Background: an optimization exercise with open tools, aiming at a short achievable clock period and few clock cycles. Do not read the settings as production practice. The RTL was checked by simulation tests, not by an equivalence proof against the original design. Power is estimated from default activity; no workload was simulated.

## mips
module mips (
    input clock,
    input reset,
    output [31:0] imem_addr,
    input  [31:0] imem_data,
    output [7:0]  dmem_addr,
    output [31:0] dmem_wdata,
    output        dmem_we,
    output        dmem_byte,
    input  [31:0] dmem_rdata
);
clock: 11.0 ns
lec_check: 0
cap_margin: 20
core_margin: 2
core_utilization: 40
slew_margin: 20
run.sh (not shown) runs the stock make flow with config.mk's settings and CLKGATE_MAP_FILE= SYNTH_SCRIPT=/design/flow/synth_recipe.tcl, a recipe that flattens the netlist after the stock synthesis.
Testbench counts at the start, summed over its fixed seeds: cycles 40,346.
Edit:
==> flow/flow/run.sh (new file) <==
#!/bin/bash
export SETUP_SLACK_MARGIN=7.6
bash standard.sh > standard.log 2>&1
==> flow/standard.sh (new file) <==
#!/bin/bash
# synth_recipe.tcl (not shown) runs the flow's synth.tcl, then flattens the netlist and writes it again
# the make line also repeats each setting of config.mk as NAME=value (left out here)
make -C /OpenROAD-flow-scripts/flow DESIGN_CONFIG=/design/flow/config.mk WORK_HOME=/design/flow/orfs CLKGATE_MAP_FILE= SYNTH_SCRIPT=/design/flow/synth_recipe.tcl "${@:-finish}"
ABC_CLOCK_PERIOD_IN_PS = 3000   (was default)
removed: flow/run.sh
Result: Register-to-register slack improves by 1900 ps; sequential power grows by about 0.7%; synthesized cell count is unchanged; non-clock buffer count rises by 208; synthesized area stays the same; maximum frequency went up by 51%; clock skew increases by 5.2 ps; via count came out higher by 3.6%.

========
mips, a different RTL version from the one above (not shown whole).
Size: about 6500 cells after synthesis.
export LEC_CHECK = 0
export ABC_CLOCK_PERIOD_IN_PS = 800
export CAP_MARGIN = 20
export CORE_MARGIN = 2
export CORE_UTILIZATION = 40
export CTS_CLUSTER_DIAMETER = 90
export CTS_CLUSTER_SIZE = 22
export SLEW_MARGIN = 20
create_clock -name core_clock -period 11.0 [get_ports {clock}]
standard.sh (not shown) runs the stock make flow with config.mk's settings and CLKGATE_MAP_FILE= SYNTH_SCRIPT=/design/flow/synth_recipe.tcl, a recipe that flattens the netlist after the stock synthesis.
==> flow/flow/run.sh <==
#!/bin/bash
# The standard layout with two changes:
#  - synthesis maps the logic with a delay-driven ABC script
#    (flow/abc_speed.script in place of ORFS's scripts/abc_speed.script)
#    and leaves adders to ABC instead of mapping them to full-adder cells
#    first (ADDER_MAP_FILE empty); everything else, registers included, is
#    the standard synthesis;
#  - the resizer is asked to keep 7.6 ns of extra setup slack, so that it
#    works on paths well below the 11 ns clock period.
set -euo pipefail
rm -rf scripts_mod
cp -r "$FLOW_HOME/scripts" scripts_mod
cp flow/abc_speed.script scripts_mod/abc_speed.script
export SCRIPTS_DIR="$PWD/scripts_mod"
export ADDER_MAP_FILE=
export SETUP_SLACK_MARGIN=7.6
bash standard.sh > standard.log 2>&1
==> flow/flow/abc_speed.script <==
strash
dch -f
map -D 800
buffer
upsize -D 800
dnsize -D 800
stime -p
The baseline went through all stages and came out clean.
Testbench counts at the start, summed over its fixed seeds: cycles 38,196.
Change:
CTS_CLUSTER_DIAMETER = not set   (was 90)
CTS_CLUSTER_SIZE = not set   (was 22)
After rerunning: Sequential power is about the same. Combinational power grows by about 2%. Synthesized cell count does not change. Non-clock buffer count shrinks by 2. Area after synthesis does not change. Die area stays the same.

========
Setup of alpha:
Another version of the RTL of mips (not shown whole).
Size: ~4300 cells after synthesis, ~1300 flip-flops, about 140 I/O pins, ~65000 µm² of cells after synthesis.
==> flow/config.mk <==
export PLATFORM = sky130hd
export DESIGN_NAME = mips
export DESIGN_NICKNAME = mips
export VERILOG_FILES = /design/flow/design.v
export SDC_FILE = /design/flow/constraint.sdc
export NUM_CORES = 4
export LEC_CHECK = 0
export ABC_CLOCK_PERIOD_IN_PS = 3000
export CAP_MARGIN = 20
export CORE_MARGIN = 2
export CORE_UTILIZATION = 55
export PLACE_DENSITY = 0.7
export SLEW_MARGIN = 20
==> flow/constraint.sdc <==
create_clock -name core_clock -period 11.0 [get_ports {clock}]
set_input_delay 2.2000 -clock core_clock [delete_from_list [all_inputs] [get_ports {clock}]]
set_output_delay 2.2000 -clock core_clock [all_outputs]
set_load 0.01 [all_outputs]
==> flow/flow/run.sh <==
#!/bin/bash
export SETUP_SLACK_MARGIN=7.6
bash standard.sh > standard.log 2>&1
Testbench counts of alpha, summed over its fixed seeds: cycles 38,047.
### alpha -> beta
- CORE_UTILIZATION now 40, was 55
- PLACE_DENSITY no longer set, was 0.7
Findings:
- Compare alpha and beta | count of clock-buffer cells in the layout lower: beta
- Cmp beta vs alpha: power per cell area lower in beta
- beta vs. alpha: final instance area went up by 520 µm².
- Combined flip-flop and latch cell area delta (beta -> alpha): insignificant
- beta ended with less first-iteration DRC count than alpha.
- When the final numbers for alpha and beta were put side by side, the post-place setup slack turned out to be smaller in beta.
- Compared alpha against beta; power within noise.
- Time the final worst path needs with I/O delays and setup was lower in the run labelled beta.
- Against alpha as the reference, beta delivers a higher clock insertion delay at the later pin of the skew report.
- In the reports for alpha and beta, the larger length of routed wiring on met1 belongs to beta.

separate check: timing with driven ports:
In the flow no input, the clock included, has a driving cell. The finished layouts below were timed again as built, in two steps.
Step 1 (the two cells are an assumption about what drives the block):
set clk [get_ports {clock}]
set_driving_cell -lib_cell sky130_fd_sc_hd__clkbuf_16 $clk
set_driving_cell -lib_cell sky130_fd_sc_hd__buf_2 [delete_from_list [all_inputs] $clk]
Step 2, shift: input delay + t, output delay - t, t = (earliest + latest rising clock arrival at the registers) / 2. This alone moves slack from input paths to output paths.
Three values: ideal ports, drivers, drivers and shift; two values: the first two.
run | shift t [ns] | slack for setup (ns) | worst hold slack (ns) | worst setup path at the end | pins driven straight from the clock port
the first run of note 1 | 0.861 | 5.382 / 5.382 / 5.382 | 0.325 / 0.325 / 0.325 | register to register | 1
the second run of note 1 | 0.885 | 7.289 / 7.289 / 6.764 | 0.335 / 0.335 / 0.335 | input to register | 1
the first run of note 2 | 0.853 | 7.434 / 7.376 / 6.585 | 0.330 / 0.330 / 0.330 | input to register | 1
the second run of note 2 | 0.889 | 7.393 / 7.344 / 6.581 | 0.325 / 0.325 / 0.325 | input to register | 1
alpha | 0.831 | 7.093 / 7.020 / 6.189 | 0.325 / 0.325 / 0.325 | input to register | 1
beta | 0.859 | 7.110 / 7.083 / 6.225 | 0.328 / 0.328 / 0.328 | input to register | 1
After both steps every run listed still meets setup and hold. The setup slack of alpha, which loses most, moves by -0.073 ns with the drivers and by -0.904 ns with both steps.
